From an optimization exercise on the open Yosys and OpenROAD flow, aimed at small area; shortcuts taken in it are not production practice.
The RTL was checked by simulation tests, not by an equivalence proof against the original design.
Power is estimated from default activity; no workload was simulated.

## run.sh

```bash
#!/bin/bash
# synth_recipe.tcl (not shown) runs the flow's synth.tcl, then flattens the netlist and writes it again
# the make line also repeats each setting of config.mk as NAME=value (left out here)
make -C /OpenROAD-flow-scripts/flow DESIGN_CONFIG=/design/flow/config.mk WORK_HOME=/design/flow/orfs CLKGATE_MAP_FILE= SYNTH_SCRIPT=/design/flow/synth_recipe.tcl finish
```

## config.mk

```make
export PLATFORM = sky130hd
export DESIGN_NAME = pixel_generation
export DESIGN_NICKNAME = pixel_generation
export VERILOG_FILES = /design/flow/design.v
export SDC_FILE = /design/flow/constraint.sdc
export NUM_CORES = 4
export LEC_CHECK = 0
export CAP_MARGIN = 20
export CORE_MARGIN = 2
export CORE_UTILIZATION = 40
export SLEW_MARGIN = 20
```

## constraint.sdc

```tcl
create_clock -name core_clock -period 10.0 [get_ports {clk}]
set_input_delay 2.0000 -clock core_clock [delete_from_list [all_inputs] [get_ports {clk}]]
set_output_delay 2.0000 -clock core_clock [all_outputs]
set_load 0.01 [all_outputs]
```

## design.v

```verilog
`timescale 1ns / 1ps
module pixel_generation(
    input clk,                               
    input reset,                             
    input video_on,                          
    input [9:0] x, y,    
    input KEY_UP, KEY_DOWN, KEY_LEFT, KEY_RIGHT,
    output reg [11:0] rgb                    
    );
    reg [1:0] direction;
    reg [1:0] game_state;
    reg [1:0] lives_rem;
    reg game_result;
    reg [1:0] gs;                            
    reg gr;                                  
    parameter X_MAX = 639;                   
    parameter Y_MAX = 479;                   
    parameter SQ_RGB = 12'h00F;              
    parameter BG_RGB = 12'h000;              
    parameter SQUARE_SIZE = 32;              
    parameter SQUARE_VELOCITY_POS = 1;           
    parameter SQUARE_VELOCITY_NEG = 1;
    parameter RECT_RGB = 12'hFFF;
    parameter FLAG_RGB = 12'hF00;
    parameter FLAG_STICK_RGB = 12'hFF0;
    parameter GAME_OVER_RGB = 12'hF0F;
    parameter GAME_START_RGB = 12'h000;
    parameter START_RGB = 12'hFFF;
    parameter WON_RGB = 12'hFFF;
    parameter LOST_RGB = 12'hFFF;
    parameter LIVES_RGB = 12'hF0F;
    wire refresh_tick;
    assign refresh_tick = ((y == 481) && (x == 0)) ? 1 : 0;
    wire [9:0] sq_x_l, sq_x_r;               
    wire [9:0] sq_y_t, sq_y_b;               
    reg [9:0] sq_x_reg, sq_y_reg;            
    wire [9:0] sq_x_next, sq_y_next;         
    reg [9:0] x_delta_reg, y_delta_reg;      
    reg [9:0] x_delta_next, y_delta_next;    
    always @(posedge clk or posedge reset)
        if(reset) begin
            sq_x_reg <= 0;
            sq_y_reg <= 430;
            x_delta_reg <= SQUARE_VELOCITY_POS;
            y_delta_reg <= SQUARE_VELOCITY_POS;
            direction <= 2'b00;
            game_state <= 2'b00;
            lives_rem <= 2'b11;
            game_result <= 1'b0;
        end
        else begin
            gs = game_state;
            gr = game_result;
            if (gs == 2'b00 && KEY_UP) gs = 2'b01;
            if (gs == 2'b10 && KEY_UP) begin
                gs = 2'b00;
                lives_rem  <= 2'b11;
            end
            if (gs == 2'b01) begin
            if (gs == 2'b01) begin
                if (
                ((direction == 2'b10) &&!((sq_x_reg - x_delta_reg) >= 100 &&(sq_x_reg - x_delta_reg) <= 200 && (sq_y_reg >= 50-31) && (sq_y_reg <= 150)) &&
                            !((sq_x_reg - x_delta_reg) >= 120 && (sq_x_reg - x_delta_reg) <= 140 && (sq_y_reg >= 0) && (sq_y_reg <= 70)) &&
                            !((sq_x_reg - x_delta_reg) >= 240 && (sq_x_reg - x_delta_reg) <= 280 && (sq_y_reg >= 120-31) && (sq_y_reg <= 180)) &&
                            !((sq_x_reg - x_delta_reg) >= 320 && (sq_x_reg - x_delta_reg) <= 340 && (sq_y_reg >= 0) && (sq_y_reg <= 90)) && 
                            !((sq_x_reg - x_delta_reg) >= 470 && (sq_x_reg - x_delta_reg) <= 590 && (sq_y_reg >= 35-31) && (sq_y_reg <= 150)) &&
                            !((sq_x_reg - x_delta_reg) >= 550 && (sq_x_reg - x_delta_reg) <= 640 && (sq_y_reg >= 250-31) && (sq_y_reg <= 270)) &&
                            !((sq_x_reg - x_delta_reg) >= 500 && (sq_x_reg - x_delta_reg) <= 530 && (sq_y_reg >= 320-31) && (sq_y_reg <= 480)) &&
                            !((sq_x_reg - x_delta_reg) >= 140 && (sq_x_reg - x_delta_reg) <= 220 && (sq_y_reg >= 380-31) && (sq_y_reg <= 480)) &&
                            !((sq_x_reg - x_delta_reg) >= 180 && (sq_x_reg - x_delta_reg) <= 280 && (sq_y_reg >= 300-31) && (sq_y_reg <= 320)) &&
                            !((sq_x_reg - x_delta_reg) >= 260 && (sq_x_reg - x_delta_reg) <= 370 && (sq_y_reg >= 230-31) && (sq_y_reg <= 250)) &&
                            !((sq_x_reg - x_delta_reg) >= 60 &&  (sq_x_reg - x_delta_reg) <= 90 &&   (sq_y_reg >= 160-31) && (sq_y_reg <= 180)) &&
                            !((sq_x_reg - x_delta_reg) >= 320 && (sq_x_reg - x_delta_reg) <= 340 && (sq_y_reg >= 280-31) && (sq_y_reg <= 300)) &&
                            !((sq_x_reg - x_delta_reg) >= 420 && (sq_x_reg - x_delta_reg) <= 440 && (sq_y_reg >= 290-31) && (sq_y_reg <= 320)) &&
                            !((sq_x_reg - x_delta_reg) >= 60 && (sq_x_reg - x_delta_reg) <= 140 && (sq_y_reg >= 260-31) && (sq_y_reg <= 290)) &&
                            !((sq_x_reg - x_delta_reg) >= 490 && (sq_x_reg - x_delta_reg) <= 510 && (sq_y_reg >= 180-31) && (sq_y_reg <= 280)) &&
                            !((sq_x_reg - x_delta_reg) >= 490 && (sq_x_reg - x_delta_reg) <= 510 && (sq_y_reg >= 180-31) && (sq_y_reg <= 280)) &&    
                            !((sq_x_reg - x_delta_reg) >= 120 && (sq_x_reg - x_delta_reg) <= 140 && (sq_y_reg >= 270-31) && (sq_y_reg <= 320))) 
                            ||
                   ((direction == 2'b11) &&!((sq_x_reg + x_delta_reg +16 ) >= 100 && (sq_x_reg + x_delta_reg +16) <= 200 && (sq_y_reg >= 50-31) && (sq_y_reg <= 150)) &&
                            !((sq_x_reg + x_delta_reg +16 ) >= 120 && (sq_x_reg + x_delta_reg +16) <= 140 && (sq_y_reg >= 0) && (sq_y_reg <= 70)) &&
                            !((sq_x_reg + x_delta_reg +16 ) >= 240 && (sq_x_reg + x_delta_reg +16) <= 280 && (sq_y_reg >= 120-31) && (sq_y_reg <= 180)) &&
                            !((sq_x_reg + x_delta_reg +16 ) >= 320 && (sq_x_reg + x_delta_reg +16) <= 340 && (sq_y_reg >= 0 ) && (sq_y_reg <= 90)) && 
                            !((sq_x_reg + x_delta_reg +16 ) >= 470 && (sq_x_reg + x_delta_reg +16) <= 590 && (sq_y_reg >= 35-31 ) && (sq_y_reg <= 150)) &&
                            !((sq_x_reg + x_delta_reg +16 ) >= 550 && (sq_x_reg + x_delta_reg +16) <= 640 && (sq_y_reg >= 250-31) && (sq_y_reg <= 270)) &&
                            !((sq_x_reg + x_delta_reg +16 ) >= 500 && (sq_x_reg + x_delta_reg +16) <= 530 && (sq_y_reg >= 320-31) && (sq_y_reg <= 480)) &&
                            !((sq_x_reg + x_delta_reg +16 ) >= 140 && (sq_x_reg + x_delta_reg +16) <= 220 && (sq_y_reg >= 380-31) && (sq_y_reg <= 480)) &&
                            !((sq_x_reg + x_delta_reg +16 ) >= 180 && (sq_x_reg + x_delta_reg +16) <= 280 && (sq_y_reg >= 300-31) && (sq_y_reg <= 320)) &&
                            !((sq_x_reg + x_delta_reg +16 ) >= 260 && (sq_x_reg + x_delta_reg +16) <= 370 && (sq_y_reg >= 230-31) && (sq_y_reg <= 250)) &&
                            !((sq_x_reg + x_delta_reg +16 ) >= 60 &&  (sq_x_reg + x_delta_reg +16) <= 90 &&  (sq_y_reg >= 160-31) && (sq_y_reg <= 180)) &&
                            !((sq_x_reg + x_delta_reg +16 ) >= 320 && (sq_x_reg + x_delta_reg +16) <= 340 && (sq_y_reg >= 280-31) && (sq_y_reg <= 300)) &&
                            !((sq_x_reg + x_delta_reg +16 ) >= 420 && (sq_x_reg + x_delta_reg +16) <= 440 && (sq_y_reg >= 290-31) && (sq_y_reg <= 320)) &&
                            !((sq_x_reg + x_delta_reg +16 ) >= 60 && (sq_x_reg + x_delta_reg +16) <= 140 && (sq_y_reg >= 260-31) && (sq_y_reg <= 290)) &&
                            !((sq_x_reg + x_delta_reg + 16) >= 490 && (sq_x_reg + x_delta_reg+16) <= 510 && (sq_y_reg >= 180-31) && (sq_y_reg <= 280)) &&
                            !((sq_x_reg + x_delta_reg + 16) >= 490 && (sq_x_reg + x_delta_reg+16) <= 510 && (sq_y_reg >= 180-31) && (sq_y_reg <= 280)) &&  
                            !((sq_x_reg + x_delta_reg +16 ) >= 120 && (sq_x_reg + x_delta_reg +16) <= 140 && (sq_y_reg >= 270-31) && (sq_y_reg <= 320)))
                            ||
                  ((direction == 2'b00) &&!((sq_y_reg - y_delta_reg) >= 50 &&  (sq_y_reg - y_delta_reg) <= 150 && (sq_x_reg >= 100-15) && (sq_x_reg <= 200)) &&
                            !((sq_y_reg - y_delta_reg) >= 0 &&   (sq_y_reg - y_delta_reg) <= 70 && (sq_x_reg >= 120-15) && (sq_x_reg <= 140)) &&
                            !((sq_y_reg - y_delta_reg) >= 120 && (sq_y_reg - y_delta_reg) <= 180 && (sq_x_reg >= 220) && (sq_x_reg <= 280)) &&
                            !((sq_y_reg - y_delta_reg) >= 0 &&   (sq_y_reg - y_delta_reg) <= 90 && (sq_x_reg >= 320-15) && (sq_x_reg <= 340))  &&
                            !((sq_y_reg - y_delta_reg) >= 35 &&   (sq_y_reg - y_delta_reg) <= 150 && (sq_x_reg >= 470-15) && (sq_x_reg <= 590)) &&
                            !((sq_y_reg - y_delta_reg) >= 250 && (sq_y_reg - y_delta_reg) <= 270 && (sq_x_reg >= 550-15) && (sq_x_reg <= 640)) && 
                            !((sq_y_reg - y_delta_reg) >= 320 && (sq_y_reg - y_delta_reg) <= 480 && (sq_x_reg >= 500-15) && (sq_x_reg <= 530)) &&
                            !((sq_y_reg - y_delta_reg) >= 380 && (sq_y_reg - y_delta_reg) <= 480 && (sq_x_reg >= 140-15) && (sq_x_reg <= 220)) &&
                            !((sq_y_reg - y_delta_reg) >= 300 && (sq_y_reg - y_delta_reg) <= 320 && (sq_x_reg >= 180-15) && (sq_x_reg <= 280))  &&
                            !((sq_y_reg - y_delta_reg) >= 230 && (sq_y_reg - y_delta_reg) <= 250 && (sq_x_reg >= 260-15) && (sq_x_reg <= 370)) &&
                            !((sq_y_reg - y_delta_reg) >= 160 && (sq_y_reg - y_delta_reg) <= 180 && (sq_x_reg >= 60-15) && (sq_x_reg <= 90)) &&
                            !((sq_y_reg - y_delta_reg) >= 280 && (sq_y_reg - y_delta_reg) <= 300 && (sq_x_reg >= 320-15) && (sq_x_reg <= 340)) &&
                            !((sq_y_reg - y_delta_reg) >= 290 && (sq_y_reg - y_delta_reg) <= 320 && (sq_x_reg >= 420-15) && (sq_x_reg <= 440)) &&
                            !((sq_y_reg - y_delta_reg) >= 260 && (sq_y_reg - y_delta_reg) <= 290 && (sq_x_reg >= 60-15) && (sq_x_reg <= 140)) &&
                            !((sq_y_reg - y_delta_reg) >= 180 &&   (sq_y_reg - y_delta_reg) <= 280 && (sq_x_reg >= 490-15) && (sq_x_reg <= 510)) &&
                            !((sq_y_reg - y_delta_reg) >= 180 &&   (sq_y_reg - y_delta_reg) <= 280 && (sq_x_reg >= 490-15) && (sq_x_reg <= 510)) &&  
                            !((sq_y_reg - y_delta_reg) >= 270 && (sq_y_reg - y_delta_reg) <= 320 && (sq_x_reg >= 120-15) && (sq_x_reg <= 140)))
                            ||
                    ((direction == 2'b01) && !((sq_y_reg + y_delta_reg +32) >= 50 && (sq_y_reg + y_delta_reg +32) <= 150 && (sq_x_reg >= 100-15) && (sq_x_reg <= 200)) &&
                            !((sq_y_reg + y_delta_reg +32) >= 0 && (sq_y_reg + y_delta_reg +32) <= 70 && (sq_x_reg >= 120-15) && (sq_x_reg <= 140)) &&
                            !((sq_y_reg + y_delta_reg +32) >= 120 && (sq_y_reg + y_delta_reg +32) <= 180 && (sq_x_reg >= 220) && (sq_x_reg <= 280)) &&
                            !((sq_y_reg + y_delta_reg +32) >= 0 && (sq_y_reg + y_delta_reg +32) <= 90 && (sq_x_reg >= 320-15) && (sq_x_reg <= 340))  &&
                            !((sq_y_reg + y_delta_reg +32) >= 35 && (sq_y_reg + y_delta_reg +32) <= 150 && (sq_x_reg >= 470-15) && (sq_x_reg <= 590)) &&
                            !((sq_y_reg + y_delta_reg +32) >= 250 && (sq_y_reg + y_delta_reg +32) <= 270 && (sq_x_reg >= 550-15) && (sq_x_reg <= 640)) && 
                            !((sq_y_reg + y_delta_reg +32) >= 320 && (sq_y_reg + y_delta_reg +32) <= 480 && (sq_x_reg >= 500-15) && (sq_x_reg <= 530)) &&
                            !((sq_y_reg + y_delta_reg +32) >= 380 && (sq_y_reg + y_delta_reg +32) <= 480 && (sq_x_reg >= 140-15) && (sq_x_reg <= 220)) &&
                            !((sq_y_reg + y_delta_reg +32) >= 300 && (sq_y_reg + y_delta_reg +32) <= 320 && (sq_x_reg >= 180-15) && (sq_x_reg <= 280))  &&
                            !((sq_y_reg + y_delta_reg +32) >= 230 && (sq_y_reg + y_delta_reg +32) <= 250 && (sq_x_reg >= 260-15) && (sq_x_reg <= 370)) &&
                            !((sq_y_reg + y_delta_reg +32) >= 160 && (sq_y_reg + y_delta_reg +32) <= 180 && (sq_x_reg >= 60-15) && (sq_x_reg <= 90)) &&
                            !((sq_y_reg + y_delta_reg +32) >= 280 && (sq_y_reg + y_delta_reg +32) <= 300 && (sq_x_reg >= 320-15) && (sq_x_reg <= 340)) &&
                            !((sq_y_reg + y_delta_reg +32) >= 290 && (sq_y_reg + y_delta_reg +32) <= 320 && (sq_x_reg >= 420-15) && (sq_x_reg <= 440)) &&
                            !((sq_y_reg + y_delta_reg +32) >= 260 && (sq_y_reg + y_delta_reg +32) <= 290 && (sq_x_reg >= 60-15) && (sq_x_reg <= 140)) &&
                            !((sq_y_reg + y_delta_reg +32) >= 180 && (sq_y_reg + y_delta_reg +32) <= 280 && (sq_x_reg >= 490-15) && (sq_x_reg <= 510)) &&
                            !((sq_y_reg + y_delta_reg +32) >= 180 && (sq_y_reg + y_delta_reg +32) <= 280 && (sq_x_reg >= 490-15) && (sq_x_reg <= 510)) &&  
                            !((sq_y_reg + y_delta_reg +32) >= 270 && (sq_y_reg + y_delta_reg +32) <= 320 && (sq_x_reg >= 120-15) && (sq_x_reg <= 140)))
                ) begin
                    sq_x_reg <= sq_x_next;
                    sq_y_reg <= sq_y_next;
                    x_delta_reg <= x_delta_next;
                    y_delta_reg <= y_delta_next;
                end
                else begin
                    if (lives_rem == 2'b11) lives_rem <= 2'b10; 
                    else if (lives_rem == 2'b10) lives_rem <= 2'b01;
                    else if (lives_rem == 2'b01) lives_rem <= 2'b00;  
                end                                 
                if (KEY_UP) direction <= 2'b00;  
                else if (KEY_DOWN) direction <= 2'b01;  
                else if (KEY_LEFT) direction <= 2'b10;  
                else if (KEY_RIGHT) direction <= 2'b11;  
                if (sq_x_r >= 610 && sq_y_t <= 30) begin
                    gs = 2'b10;
                    gr = 1'b1;
                    sq_x_reg <= 0;
                    sq_y_reg <= 430;
                end
                else if (lives_rem == 2'b00) begin
                    gs = 2'b10;
                    gr = 1'b0;
                    sq_x_reg <= 0;
                    sq_y_reg <= 430;
                end
            end
        end
            game_state <= gs;
            game_result <= gr;
    end
    assign sq_x_l = sq_x_reg;                    
    assign sq_y_t = sq_y_reg;                    
    assign sq_x_r = (sq_x_l + SQUARE_SIZE) - 16;    
    assign sq_y_b = sq_y_t + SQUARE_SIZE - 1;    
    wire sq_on;
    assign sq_on = (sq_x_l <= x) && (x <= sq_x_r) && (sq_y_t <= y) && (y <= sq_y_b) && game_state == 2'b01;
    assign sq_x_next = (refresh_tick) ?
    (sq_x_r >= X_MAX) ? sq_x_reg - x_delta_reg :   
    (sq_x_l <= 0) ? sq_x_reg + x_delta_reg :
    ((direction == 2'b10) &&!((sq_x_reg - x_delta_reg) >= 100 &&(sq_x_reg - x_delta_reg) <= 200 && (sq_y_reg >= 50-31) && (sq_y_reg <= 150)) &&
                            !((sq_x_reg - x_delta_reg) >= 120 && (sq_x_reg - x_delta_reg) <= 140 && (sq_y_reg >= 0) && (sq_y_reg <= 70)) &&
                            !((sq_x_reg - x_delta_reg) >= 240 && (sq_x_reg - x_delta_reg) <= 280 && (sq_y_reg >= 120-31) && (sq_y_reg <= 180)) &&
                            !((sq_x_reg - x_delta_reg) >= 320 && (sq_x_reg - x_delta_reg) <= 340 && (sq_y_reg >= 0) && (sq_y_reg <= 90)) && 
                            !((sq_x_reg - x_delta_reg) >= 490 && (sq_x_reg - x_delta_reg) <= 510 && (sq_y_reg >= 180-31) && (sq_y_reg <= 280)) &&    
                            !((sq_x_reg - x_delta_reg) >= 470 && (sq_x_reg - x_delta_reg) <= 590 && (sq_y_reg >= 35-31) && (sq_y_reg <= 150)) &&
                            !((sq_x_reg - x_delta_reg) >= 550 && (sq_x_reg - x_delta_reg) <= 640 && (sq_y_reg >= 250-31) && (sq_y_reg <= 270)) &&
                            !((sq_x_reg - x_delta_reg) >= 500 && (sq_x_reg - x_delta_reg) <= 530 && (sq_y_reg >= 320-31) && (sq_y_reg <= 480)) &&
                            !((sq_x_reg - x_delta_reg) >= 140 && (sq_x_reg - x_delta_reg) <= 220 && (sq_y_reg >= 380-31) && (sq_y_reg <= 480)) &&
                            !((sq_x_reg - x_delta_reg) >= 180 && (sq_x_reg - x_delta_reg) <= 280 && (sq_y_reg >= 300-31) && (sq_y_reg <= 320)) &&
                            !((sq_x_reg - x_delta_reg) >= 260 && (sq_x_reg - x_delta_reg) <= 370 && (sq_y_reg >= 230-31) && (sq_y_reg <= 250)) &&
                            !((sq_x_reg - x_delta_reg) >= 60 &&  (sq_x_reg - x_delta_reg) <= 90 &&   (sq_y_reg >= 160-31) && (sq_y_reg <= 180)) &&
                            !((sq_x_reg - x_delta_reg) >= 320 && (sq_x_reg - x_delta_reg) <= 340 && (sq_y_reg >= 280-31) && (sq_y_reg <= 300)) &&
                            !((sq_x_reg - x_delta_reg) >= 420 && (sq_x_reg - x_delta_reg) <= 440 && (sq_y_reg >= 290-31) && (sq_y_reg <= 320)) &&
                            !((sq_x_reg - x_delta_reg) >= 60 && (sq_x_reg - x_delta_reg) <= 140 && (sq_y_reg >= 260-31) && (sq_y_reg <= 290)) &&
                            !((sq_x_reg - x_delta_reg) >= 120 && (sq_x_reg - x_delta_reg) <= 140 && (sq_y_reg >= 270-31) && (sq_y_reg <= 320)))
                            ? (sq_x_reg - x_delta_reg) :
    ((direction == 2'b11) &&!((sq_x_reg + x_delta_reg +16 ) >= 100 && (sq_x_reg + x_delta_reg +16) <= 200 && (sq_y_reg >= 50-31) && (sq_y_reg <= 150)) &&
                            !((sq_x_reg + x_delta_reg +16 ) >= 120 && (sq_x_reg + x_delta_reg +16) <= 140 && (sq_y_reg >= 0) && (sq_y_reg <= 70)) &&
                            !((sq_x_reg + x_delta_reg +16 ) >= 240 && (sq_x_reg + x_delta_reg +16) <= 280 && (sq_y_reg >= 120-31) && (sq_y_reg <= 180)) &&
                            !((sq_x_reg + x_delta_reg +16 ) >= 320 && (sq_x_reg + x_delta_reg +16) <= 340 && (sq_y_reg >= 0 ) && (sq_y_reg <= 90)) && 
                            !((sq_x_reg + x_delta_reg + 16) >= 490 && (sq_x_reg + x_delta_reg+16) <= 510 && (sq_y_reg >= 180-31) && (sq_y_reg <= 280)) && 
                            !((sq_x_reg + x_delta_reg +16 ) >= 470 && (sq_x_reg + x_delta_reg +16) <= 590 && (sq_y_reg >= 35-31 ) && (sq_y_reg <= 150)) &&
                            !((sq_x_reg + x_delta_reg +16 ) >= 550 && (sq_x_reg + x_delta_reg +16) <= 640 && (sq_y_reg >= 250-31) && (sq_y_reg <= 270)) &&
                            !((sq_x_reg + x_delta_reg +16 ) >= 500 && (sq_x_reg + x_delta_reg +16) <= 530 && (sq_y_reg >= 320-31) && (sq_y_reg <= 480)) &&
                            !((sq_x_reg + x_delta_reg +16 ) >= 140 && (sq_x_reg + x_delta_reg +16) <= 220 && (sq_y_reg >= 380-31) && (sq_y_reg <= 480)) &&
                            !((sq_x_reg + x_delta_reg +16 ) >= 180 && (sq_x_reg + x_delta_reg +16) <= 280 && (sq_y_reg >= 300-31) && (sq_y_reg <= 320)) &&
                            !((sq_x_reg + x_delta_reg +16 ) >= 260 && (sq_x_reg + x_delta_reg +16) <= 370 && (sq_y_reg >= 230-31) && (sq_y_reg <= 250)) &&
                            !((sq_x_reg + x_delta_reg +16 ) >= 60 &&  (sq_x_reg + x_delta_reg +16) <= 90 &&  (sq_y_reg >= 160-31) && (sq_y_reg <= 180)) &&
                            !((sq_x_reg + x_delta_reg +16 ) >= 320 && (sq_x_reg + x_delta_reg +16) <= 340 && (sq_y_reg >= 280-31) && (sq_y_reg <= 300)) &&
                            !((sq_x_reg + x_delta_reg +16 ) >= 420 && (sq_x_reg + x_delta_reg +16) <= 440 && (sq_y_reg >= 290-31) && (sq_y_reg <= 320)) &&
                            !((sq_x_reg + x_delta_reg +16 ) >= 60 && (sq_x_reg + x_delta_reg +16) <= 140 && (sq_y_reg >= 260-31) && (sq_y_reg <= 290)) &&
                            !((sq_x_reg + x_delta_reg +16 ) >= 120 && (sq_x_reg + x_delta_reg +16) <= 140 && (sq_y_reg >= 270-31) && (sq_y_reg <= 320)))
                            ? (sq_x_reg + x_delta_reg) : sq_x_reg :
    sq_x_reg;
assign sq_y_next = (refresh_tick) ?
    (sq_y_t <= 0) ? sq_y_reg + y_delta_reg :     
    (sq_y_b >= Y_MAX) ? sq_y_reg - y_delta_reg :
    ((direction == 2'b00) &&!((sq_y_reg - y_delta_reg) >= 50 &&  (sq_y_reg - y_delta_reg) <= 150 && (sq_x_reg >= 100-15) && (sq_x_reg <= 200)) &&
                            !((sq_y_reg - y_delta_reg) >= 0 &&   (sq_y_reg - y_delta_reg) <= 70 && (sq_x_reg >= 120-15) && (sq_x_reg <= 140)) &&
                            !((sq_y_reg - y_delta_reg) >= 120 && (sq_y_reg - y_delta_reg) <= 180 && (sq_x_reg >= 220) && (sq_x_reg <= 280)) &&
                            !((sq_y_reg - y_delta_reg) >= 0 &&   (sq_y_reg - y_delta_reg) <= 90 && (sq_x_reg >= 320-15) && (sq_x_reg <= 340))  &&
                            !((sq_y_reg - y_delta_reg) >= 180 &&   (sq_y_reg - y_delta_reg) <= 280 && (sq_x_reg >= 490-15) && (sq_x_reg <= 510)) &&
                            !((sq_y_reg - y_delta_reg) >= 35 &&   (sq_y_reg - y_delta_reg) <= 150 && (sq_x_reg >= 470-15) && (sq_x_reg <= 590)) &&
                            !((sq_y_reg - y_delta_reg) >= 250 && (sq_y_reg - y_delta_reg) <= 270 && (sq_x_reg >= 550-15) && (sq_x_reg <= 640)) && 
                            !((sq_y_reg - y_delta_reg) >= 320 && (sq_y_reg - y_delta_reg) <= 480 && (sq_x_reg >= 500-15) && (sq_x_reg <= 530)) &&
                            !((sq_y_reg - y_delta_reg) >= 380 && (sq_y_reg - y_delta_reg) <= 480 && (sq_x_reg >= 140-15) && (sq_x_reg <= 220)) &&
                            !((sq_y_reg - y_delta_reg) >= 300 && (sq_y_reg - y_delta_reg) <= 320 && (sq_x_reg >= 180-15) && (sq_x_reg <= 280))  &&
                            !((sq_y_reg - y_delta_reg) >= 230 && (sq_y_reg - y_delta_reg) <= 250 && (sq_x_reg >= 260-15) && (sq_x_reg <= 370)) &&
                            !((sq_y_reg - y_delta_reg) >= 160 && (sq_y_reg - y_delta_reg) <= 180 && (sq_x_reg >= 60-15) && (sq_x_reg <= 90)) &&
                            !((sq_y_reg - y_delta_reg) >= 280 && (sq_y_reg - y_delta_reg) <= 300 && (sq_x_reg >= 320-15) && (sq_x_reg <= 340)) &&
                            !((sq_y_reg - y_delta_reg) >= 290 && (sq_y_reg - y_delta_reg) <= 320 && (sq_x_reg >= 420-15) && (sq_x_reg <= 440)) &&
                            !((sq_y_reg - y_delta_reg) >= 260 && (sq_y_reg - y_delta_reg) <= 290 && (sq_x_reg >= 60-15) && (sq_x_reg <= 140)) &&
                            !((sq_y_reg - y_delta_reg) >= 270 && (sq_y_reg - y_delta_reg) <= 320 && (sq_x_reg >= 120-15) && (sq_x_reg <= 140)))
                            ? (sq_y_reg - y_delta_reg) :
    ((direction == 2'b01) && !((sq_y_reg + y_delta_reg +32) >= 50 && (sq_y_reg + y_delta_reg +32) <= 150 && (sq_x_reg >= 100-15) && (sq_x_reg <= 200)) &&
                            !((sq_y_reg + y_delta_reg +32) >= 0 && (sq_y_reg + y_delta_reg +32) <= 70 && (sq_x_reg >= 120-15) && (sq_x_reg <= 140)) &&
                            !((sq_y_reg + y_delta_reg +32) >= 120 && (sq_y_reg + y_delta_reg +32) <= 180 && (sq_x_reg >= 220) && (sq_x_reg <= 280)) &&
                            !((sq_y_reg + y_delta_reg +32) >= 0 && (sq_y_reg + y_delta_reg +32) <= 90 && (sq_x_reg >= 320-15) && (sq_x_reg <= 340))  &&
                            !((sq_y_reg + y_delta_reg +32) >= 35 && (sq_y_reg + y_delta_reg +32) <= 150 && (sq_x_reg >= 470-15) && (sq_x_reg <= 590)) &&
                            !((sq_y_reg + y_delta_reg +32) >= 180 && (sq_y_reg + y_delta_reg +32) <= 280 && (sq_x_reg >= 490-15) && (sq_x_reg <= 510)) &&
                            !((sq_y_reg + y_delta_reg +32) >= 250 && (sq_y_reg + y_delta_reg +32) <= 270 && (sq_x_reg >= 550-15) && (sq_x_reg <= 640)) && 
                            !((sq_y_reg + y_delta_reg +32) >= 320 && (sq_y_reg + y_delta_reg +32) <= 480 && (sq_x_reg >= 500-15) && (sq_x_reg <= 530)) &&
                            !((sq_y_reg + y_delta_reg +32) >= 380 && (sq_y_reg + y_delta_reg +32) <= 480 && (sq_x_reg >= 140-15) && (sq_x_reg <= 220)) &&
                            !((sq_y_reg + y_delta_reg +32) >= 300 && (sq_y_reg + y_delta_reg +32) <= 320 && (sq_x_reg >= 180-15) && (sq_x_reg <= 280))  &&
                            !((sq_y_reg + y_delta_reg +32) >= 230 && (sq_y_reg + y_delta_reg +32) <= 250 && (sq_x_reg >= 260-15) && (sq_x_reg <= 370)) &&
                            !((sq_y_reg + y_delta_reg +32) >= 160 && (sq_y_reg + y_delta_reg +32) <= 180 && (sq_x_reg >= 60-15) && (sq_x_reg <= 90)) &&
                            !((sq_y_reg + y_delta_reg +32) >= 280 && (sq_y_reg + y_delta_reg +32) <= 300 && (sq_x_reg >= 320-15) && (sq_x_reg <= 340)) &&
                            !((sq_y_reg + y_delta_reg +32) >= 290 && (sq_y_reg + y_delta_reg +32) <= 320 && (sq_x_reg >= 420-15) && (sq_x_reg <= 440)) &&
                            !((sq_y_reg + y_delta_reg +32) >= 260 && (sq_y_reg + y_delta_reg +32) <= 290 && (sq_x_reg >= 60-15) && (sq_x_reg <= 140)) &&
                            !((sq_y_reg + y_delta_reg +32) >= 270 && (sq_y_reg + y_delta_reg +32) <= 320 && (sq_x_reg >= 120-15) && (sq_x_reg <= 140)))
                            ? (sq_y_reg + y_delta_reg) : sq_y_reg:
    sq_y_reg;
    always @* begin
        x_delta_next = x_delta_reg;
        y_delta_next = y_delta_reg;
       if(sq_y_t < 1)                               
           y_delta_next = 1;                        
       else if(sq_x_r >= X_MAX)                    
           x_delta_next = 1;                        
       else if (sq_x_r >= 300) 
           x_delta_next = 2;
    end
    wire rect_on;
    assign rect_on = ((x >= 100 && x <= 200) && (y >= 50 && y <= 150) ||
               (x >= 120 && x <= 140) && (y >= 0 && y <= 70) ||
               (x >= 240 && x <= 280) && (y >= 120 && y <= 180) ||
               (x >= 320 && x <= 340) && (y >= 0 && y <= 90) ||
               (x >= 490 && x <=510) &&  (y>= 180 && y <=280) ||      
               (x >= 470 && x <= 590) && (y >= 35 && y <= 150) ||
               (x >= 550 && x <= 640) && (y >= 250 && y <= 270) ||
               (x >= 500 && x <= 530) && (y >= 320 && y <= 480) ||
               (x >= 140 && x <= 220) && (y >= 380 && y <= 480) ||
               (x >= 180 && x <= 280) && (y >= 300 && y <= 320) ||
               (x >= 260 && x <= 370) && (y >= 230 && y <= 250) ||
               (x >= 60 && x <= 90) && (y >= 160 && y <= 180) ||
               (x >= 320 && x <= 340) && (y >= 280 && y <= 300) ||
               (x >= 420 && x <= 440) && (y >= 290 && y <= 320) ||
               (x >= 60 && x <= 140) && (y >= 260 && y <= 290) ||
               (x >= 120 && x <= 140) && (y >= 270 && y <= 320)) && (game_state == 2'b01);
    wire flag_on;
    assign flag_on = ((x >= 610 && x <= 630) && (y >= 0 && y <= 30) && (game_state == 2'b01));
    wire flag_stick_on;
    assign flag_stick_on = ((x >= 630 && x <= 635) && (y >= 0 && y <= 50) && (game_state == 2'b01));
    wire s_on;
    assign s_on = ((x >= 100 && x <= 140) && (y >= 200 && y <= 220) ||   
                   (x >= 100 && x <= 120) && (y >= 220 && y <= 240) ||   
                   (x >= 100 && x <= 140) && (y >= 240 && y <= 260) ||   
                   (x >= 120 && x <= 140) && (y >= 260 && y <= 280) ||   
                   (x >= 100 && x <= 140) && (y >= 280 && y <= 300)) && game_state == 2'b00;    
    wire t_on;
    assign t_on = ((x >= 160 && x <= 200) && (y >= 200 && y <= 220) ||   
                   (x >= 175 && x <= 185) && (y >= 200 && y <= 300)) && game_state == 2'b00;
    wire a_on;
    assign a_on = ((x >= 220 && x <= 240) && (y >= 200 && y <= 300) ||   
                   (x >= 240 && x <= 260) && (y >= 200 && y <= 220) ||   
                   (x >= 240 && x <= 260) && (y >= 240 && y <= 260) ||   
                   (x >= 260 && x <= 280) && (y >= 200 && y <= 300)) && game_state == 2'b00;    
    wire r_on;
    assign r_on =((x >= 300 && x <= 315) && (y >= 200 && y <= 250) ||   
                   (x >= 315 && x <= 325) && (y >= 200 && y <= 215) ||   
                   (x >= 325 && x <= 340) && (y >= 200 && y <= 250) ||
                   (x >= 315 && x <= 325) && (y >= 225 && y <= 250) ||
                   (x >= 300 && x <= 320) && (y >= 250 && y <= 300) ||
                   (x >= 335 && x <= 345) && (y >= 250 && y <= 290)) && game_state == 2'b00;  
    wire t2_on;
    assign t2_on = ((x >= 360 && x <= 400) && (y >= 200 && y <= 220) ||   
                    (x >= 375 && x <= 385) && (y >= 220 && y <= 300)) && game_state == 2'b00;    
    wire won_on;
     assign won_on = (
    ((x >= 290) && (x <= 300) && (y >= 210) && (y <= 260)) ||
    ((x >= 310) && (x <= 320) && (y >= 220) && (y <= 260)) ||
    ((x >= 330) && (x <= 340) && (y >= 210) && (y <= 260)) ||
    ((x >= 300) && (x <= 310) && (y >= 250) && (y <= 260)) ||
    ((x >= 320) && (x <= 330) && (y >= 250) && (y <= 260)) ||
    ((x >= 360) && (x <= 370) && (y >= 210) && (y <= 260)) ||
    ((x >= 380) && (x <= 390) && (y >= 210) && (y <= 260)) ||
    ((x >= 370) && (x <= 380) && (y >= 210) && (y <= 220)) ||
    ((x >= 370) && (x <= 380) && (y >= 250) && (y <= 260)) ||
    ((x >= 410) && (x <= 420) && (y >= 210) && (y <= 260)) ||
    ((x >= 430) && (x <= 440) && (y >= 210) && (y <= 260)) ||
    ((x >= 420) && (x <= 430) && (y >= 210) && (y <= 220))
) && (game_state == 2'b10) && (game_result == 1'b1);
    wire loss_on;
    assign loss_on =  (
    ((x >= 280) && (x <= 290) && (y >= 200) && (y <= 240)) ||
    ((x >= 290) && (x <= 320) && (y >= 230) && (y <= 240)) ||
    ((x >= 330) && (x <= 340) && (y >= 200) && (y <= 240)) ||
    ((x >= 360) && (x <= 370) && (y >= 200) && (y <= 240)) ||
    ((x >= 340) && (x <= 360) && (y >= 200) && (y <= 210)) ||
    ((x >= 340) && (x <= 360) && (y >= 230) && (y <= 240)) ||
    ((x >= 390) && (x <= 420) && (y >= 200) && (y <= 210)) ||
    ((x >= 390) && (x <= 400) && (y >= 210) && (y <= 220)) ||
    ((x >= 390) && (x <= 420) && (y >= 220) && (y <= 230)) ||
    ((x >= 410) && (x <= 420) && (y >= 230) && (y <= 240)) ||
    ((x >= 390) && (x <= 420) && (y >= 240) && (y <= 250)) ||
    ((x >= 440) && (x <= 470) && (y >= 200) && (y <= 210)) ||
    ((x >= 450) && (x <= 460) && (y >= 210) && (y <= 240)))
 && (game_state == 2'b10) && (game_result == 1'b0);
    wire three_on;
    assign three_on = (
    ((x >= 535) && (x <= 600) && (y >= 400) && (y <= 420)) ||
    ((x >= 535) && (x <= 600) && (y >= 440) && (y <= 460)) ||
    ((x >= 535) && (x <= 600) && (y >= 480) && (y <= 500)) ||
    ((x >= 535) && (x <= 600) && (y >= 520) && (y <= 540)) && game_state == 2'b01 && lives_rem == 2'b11);
    wire two_on;
    assign two_on = (
    ((x >= 5) && (x <= 15) && (y >= 5) && (y <= 10)) ||
    ((x >= 12) && (x <= 15) && (y >= 10) && (y <= 17)) ||
    ((x >= 5) && (x <= 12) && (y >= 15) && (y <= 17)) ||
    ((x >= 5) && (x <= 8) && (y >= 17) && (y <= 24)) ||
    ((x >= 5) && (x <= 15) && (y >= 24) && (y <= 34)) && game_state == 2'b01 && lives_rem == 2'b10
) ;
    wire one_on;
    assign one_on = (((x >= 5) && (x <= 10) && (y >= 5) && (y <= 25))
    && game_state == 2'b01 && lives_rem == 2'b01
    ); 
    always @*
        if (~video_on)
            rgb = 12'h000;           
        else if (sq_on)
            rgb = SQ_RGB;            
        else if (rect_on)
            rgb = RECT_RGB;          
        else if (flag_on)
            rgb = FLAG_RGB;
        else if (flag_stick_on)
            rgb = FLAG_STICK_RGB;
        else if (s_on && game_state == 2'b00)
            rgb = 12'hF00;           
        else if (t_on && game_state == 2'b00)
            rgb = 12'h0F0;           
        else if (a_on && game_state == 2'b00)
            rgb = 12'h00F;           
        else if (r_on && game_state == 2'b00)
            rgb = 12'h0F0;        
        else if (t2_on && game_state == 2'b00)
            rgb = 12'hF00;           
        else if (won_on && game_state == 2'b10 && game_result == 1'b1)
            rgb = 12'h000;
        else if (loss_on && game_state == 2'b10 && game_result == 1'b0)
            rgb = 12'h000;
        else if (!loss_on && !won_on && game_state == 2'b10)  
            rgb = GAME_OVER_RGB;     
        else
            rgb = BG_RGB;          
endmodule
```

==> notes.md <==
Once the clock tree was built, the setup fixing pass inserted 0 buffers. The number of synthesized flops with an enable pin was 0. In this run the horizontal extent of the chip is 170 um.

The logs give 119 MHz for the maximum achievable frequency and 2,864 for the number of filler cells placed in the layout. The clock tree synthesis step divided the H-tree into 2 levels. The logs give 14,618 for the via count of the routed design and 2,652 for the number of design-rule violations left by the first detailed-router iteration. Entering global routing, the biggest net connects 53 pins. Counting along the longest clock path gives a buffer depth of 2. The number of storage elements in the synthesis netlist works out to 29.

TritonCTS built the clock tree. Leakage power figure: 0.00398 uW. When the netlist entered floorplanning its net count stood at 1,811. The worst setup path is launched from an input port. The detail route stage leaves a number of antenna-violating nets equal to 0.

The power after layout was 2490 uW; the sum of negative setup slack was 0 ns. The first global-routing pass estimated 81.1 mm of wire. The placed standard-cell area was 0.0114 sq mm; the post-synthesis cell type count was 101. 39 I/O pins were placed. The hold-fix buffer count after cts came out at 0.

The logs give 6.37 ns for the data arrival time of the critical path and 0 for the total congestion overflow. The number of gates given a new drive strength after cts was 0; the mean instance size in the synthesized netlist was 6.36 sq um. The final design utilization is 42.8%.

The worst hold path belongs to the class reg -> reg. In the final routed layout, each cell accounts on average for 26.7 um. Between clock sinks in the finished design, the worst skew comes to 0.00750 ns. The HPWL reported at the end of detailed placement was 40.0 mm; the clock slew at the register clock pins of the worst setup and hold paths was 0.06 ns. The area added between synthesis and finish was 4.93%. The congestion estimate from routability-driven global placement came to 1.04. The tools report the number of global-route vias before repair as 13,341. In the layout the commonest cells are sky130_fd_sc_hd__nor2_1, sky130_fd_sc_hd__nand2_1, sky130_fd_sc_hd__a21oi_1.

The most used flip-flop cell after synthesis is sky130_fd_sc_hd__dfrtp_1. Setup repair after global routing left no endpoint under its margin. Global routing used 36.0% of the available tracks across all layers. The worst max-slew margin expressed relative to the limit was 19.9%. The worst vdd rail ir drop came out at 0.104 mV.

In the routed design, unresolved DRC markers number 0. The cell sitting at the root of the clock tree is a sky130_fd_sc_hd__clkbuf_16. The later pin in the worst-skew pair is clocked with a latency of 0.28 ns.

Leaving out fill and tap cells, the most frequent cell in the layout is sky130_fd_sc_hd__nor2_1. The largest total area in the synthesized netlist belongs to sky130_fd_sc_hd__a21oi_1. The cell area after layout was 0.0115 sq mm; the max-slew violation total from the final report was 0. The quantity of I/O buffers inserted on ports was 38; the share of synthesized flip-flops with an asynchronous set or reset was 100%. The total clock buffers created by CTS came out at 5. The total area inside the core boundary comes to 0.0270 sq mm. The kind of critical path was in -> out. After synthesis, flip-flops and latches occupy 6.71% of the total area. The count of yosys warnings during synthesis was 1; the transition at the pin with the smallest max-transition slack was 1.19 ns. The power per cell area is 216 mW/mm^2, and the ratio of final minimum period to clock period is 83.7%. Measured along the y axis, the die boundary spans 170 um. The number of antenna diodes in the final layout is 0. In the routed layout, each cell is associated on average with a via count of 7.28. On the critical path, the stage with the largest delay is an instance of sky130_fd_sc_hd__clkdlybuf4s50_1. Subtracting the final worst setup slack from the clock period gives 8.37 ns. The critical path data required time was 8.00 ns.

The flow ran to the end and the layout has no timing, DRC or antenna violations. Walking the worst path, the cells encountered are clkdlybuf4s50_1 -> or2_2 -> or3_1 -> nor3_1 -> a21oi_1 -> nor2_1 -> a21oi_1 -> a211o_1 -> a2111oi_0 -> a2111o_1 -> nand2_1 -> a21boi_0 -> a31oi_1 -> clkdlybuf4s50_1. The clock drives 29 sinks.

The final wirelength came out at 53.5 mm. After the last flow step, the layout net total stands at 1,749. The largest fanout of any net on the critical path was 13.

Setup violations remaining at the end of the flow were counted as 0. Row generation in the floorplan step produced 60 rows. Number of hold-slack violations in the final timing report: 0. The cell count after synthesis came out at 1,727.

The share of post-route cells with drive strength above 1 was 6.00%. Summing every instance area after synthesis gives 0.0110 sq mm. The top-area cell type share of the netlist area was 6.83%.

In the post-synthesis netlist, the biggest area contributors are sky130_fd_sc_hd__a21oi_1, sky130_fd_sc_hd__o21ai_0, sky130_fd_sc_hd__ha_1. For this run, the slowest stage of the critical path takes 0.67 ns. The logs give 40.8% for the initial cell density of the core and 0.0288 sq mm for the die footprint. Detailed-routing iteration count for the pre-antenna-repair pass: 9. The capturing element type of the critical path is a primary output.

Across the run, the number of max-cap violations was 0. The tools report the initial antenna violation count as 0.
worst max-delay path, delay by kind of cell:
family	cells	cell delay (ns)
AOI/OAI and AO/OA	7	1.87
and+or+nand+nor	5	1.19
buffers and inverters	2	1.30
cell usage after synthesis, drive strengths merged, types with 10 or more instances:
master / n
nand2b: 30
o2111ai: 11
buf: 64
o22ai: 21
dfrtp: 20
a31oi: 46
o21ai: 151
mux2i: 12
a21boi: 15
xnor2: 37
o31ai: 24
o21a: 31
ha: 55
nor2b: 18
or2: 17
nand4b: 10
a21oi: 150
a21o: 12
o32ai: 11
nand4: 40
nand3: 69
nor4: 42
a211oi: 19
o211ai: 26
nor3: 58
a211o: 10
nand2: 159
xor2: 10
nor2: 177
or4: 14
and3: 15
and2: 16
or3: 23
clkbuf: 75
inv: 61
kinds of logic (layout without fill, tap and decap cells):
group                    Yosys count  after routing  share of synthesized area [%]
buffers and inverters            205            144                           8.29
XOR/XNOR                          47             47                           3.75
multiplexers                      16             16                           1.50
AO/OA/AOI/OAI                    654            654                           39.8
AND/OR/NAND/NOR                  719            719                           33.3
adder cells (fa/ha/maj)           57             57                           6.63
flip-flops                        29             29                           6.71
power breakdown:
| part | internal [uW] | switching [uW] | total (uW) |
|---|---|---|---|
| logic | 634 | 1440 | 2080 |
| clock network | 106 | 61.2 | 167 |
| registers | 163 | 78.9 | 242 |
| total | 902 | 1580 | 2490 |
path summary, 6_finish.rpt:
| kind | slack [ns] | depth (start not counted) | to | from |
|---|---|---|---|---|
| max | 1.63 | 14 | rgb[2] | y[7] |
| min | 0.50 | 2 | x_delta_reg[0]$_DFFE_PP1P_ | x_delta_reg[0]$_DFFE_PP1P_ |
| max reg2reg | 4.14 | 15 | sq_y_reg[2]$_DFFE_PP1P_ | sq_y_reg[0]$_DFFE_PP0P_ |
| min reg2reg | 0.50 | 2 | x_delta_reg[0]$_DFFE_PP1P_ | x_delta_reg[0]$_DFFE_PP1P_ |
| max in group asynchronous | 7.53 | 3 | x_delta_reg[0]$_DFFE_PP1P_ | reset |
| min in group asynchronous | 2.13 | 3 | direction[1]$_DFFE_PP0P_ | reset |
cell type report:
cell class / instances / area (sq um) / area share (%)
clock buffers: 7 / 153 / 1.32
flip-flops and latches: 29 / 737 / 6.39
clock inverters: 1 / 5.00 / 0.0434
repair buffers: 70 / 621 / 5.38
well taps: 341 / 427 / 3.70
multi-input cells: 1493 / 9340 / 81.0
inverters: 66 / 248 / 2.15
metrics by stage:
stage	setup WS, ns	hold WS, ns	cells
2_1_floorplan	3.08	0.456	1727
3_3_place_gp	1.71	0.475	1999
3_5_place_dp	1.60	0.478	1999
4_1_cts	1.60	0.494	2007
5_1_grt	1.30	0.549	2007
6_report	1.63	0.498	2007
metal layers:
metal	track usage [%]	share of wire (%)	up-vias
met5	0	0	-
met4	15.5	5.1	0
met3	4.83	11	225
met2	57.6	44	1200
met1	48.4	40	6723
li1	-	-	6470

==> separate check: timing with driven ports <==
No port has a modelled driver above. Below, the same layout with a new extraction and two added sets of constraints. Step 1: set_driving_cell puts a clkbuf_16 on clk and a buf_2 on each other input, an assumption about the parent block. Step 2, shift: input delay + t, output delay - t, t = (earliest + latest rising clock arrival at the registers) / 2. This alone moves slack from input paths to output paths. Three values: ideal ports, drivers, drivers and shift; two values: the first two.
t (ns): 0.316
setup WS [ns]: 1.627 / 1.595 / 1.595
hold WS [ns]: 0.498 / 0.498 / 0.498
worst setup path after step 2: input to output
cell pins on the clock port's net: 1
After both steps this run still meets setup and hold. For this run, drivers alone change the setup slack by -0.032 ns; drivers and shift together by -0.032 ns.
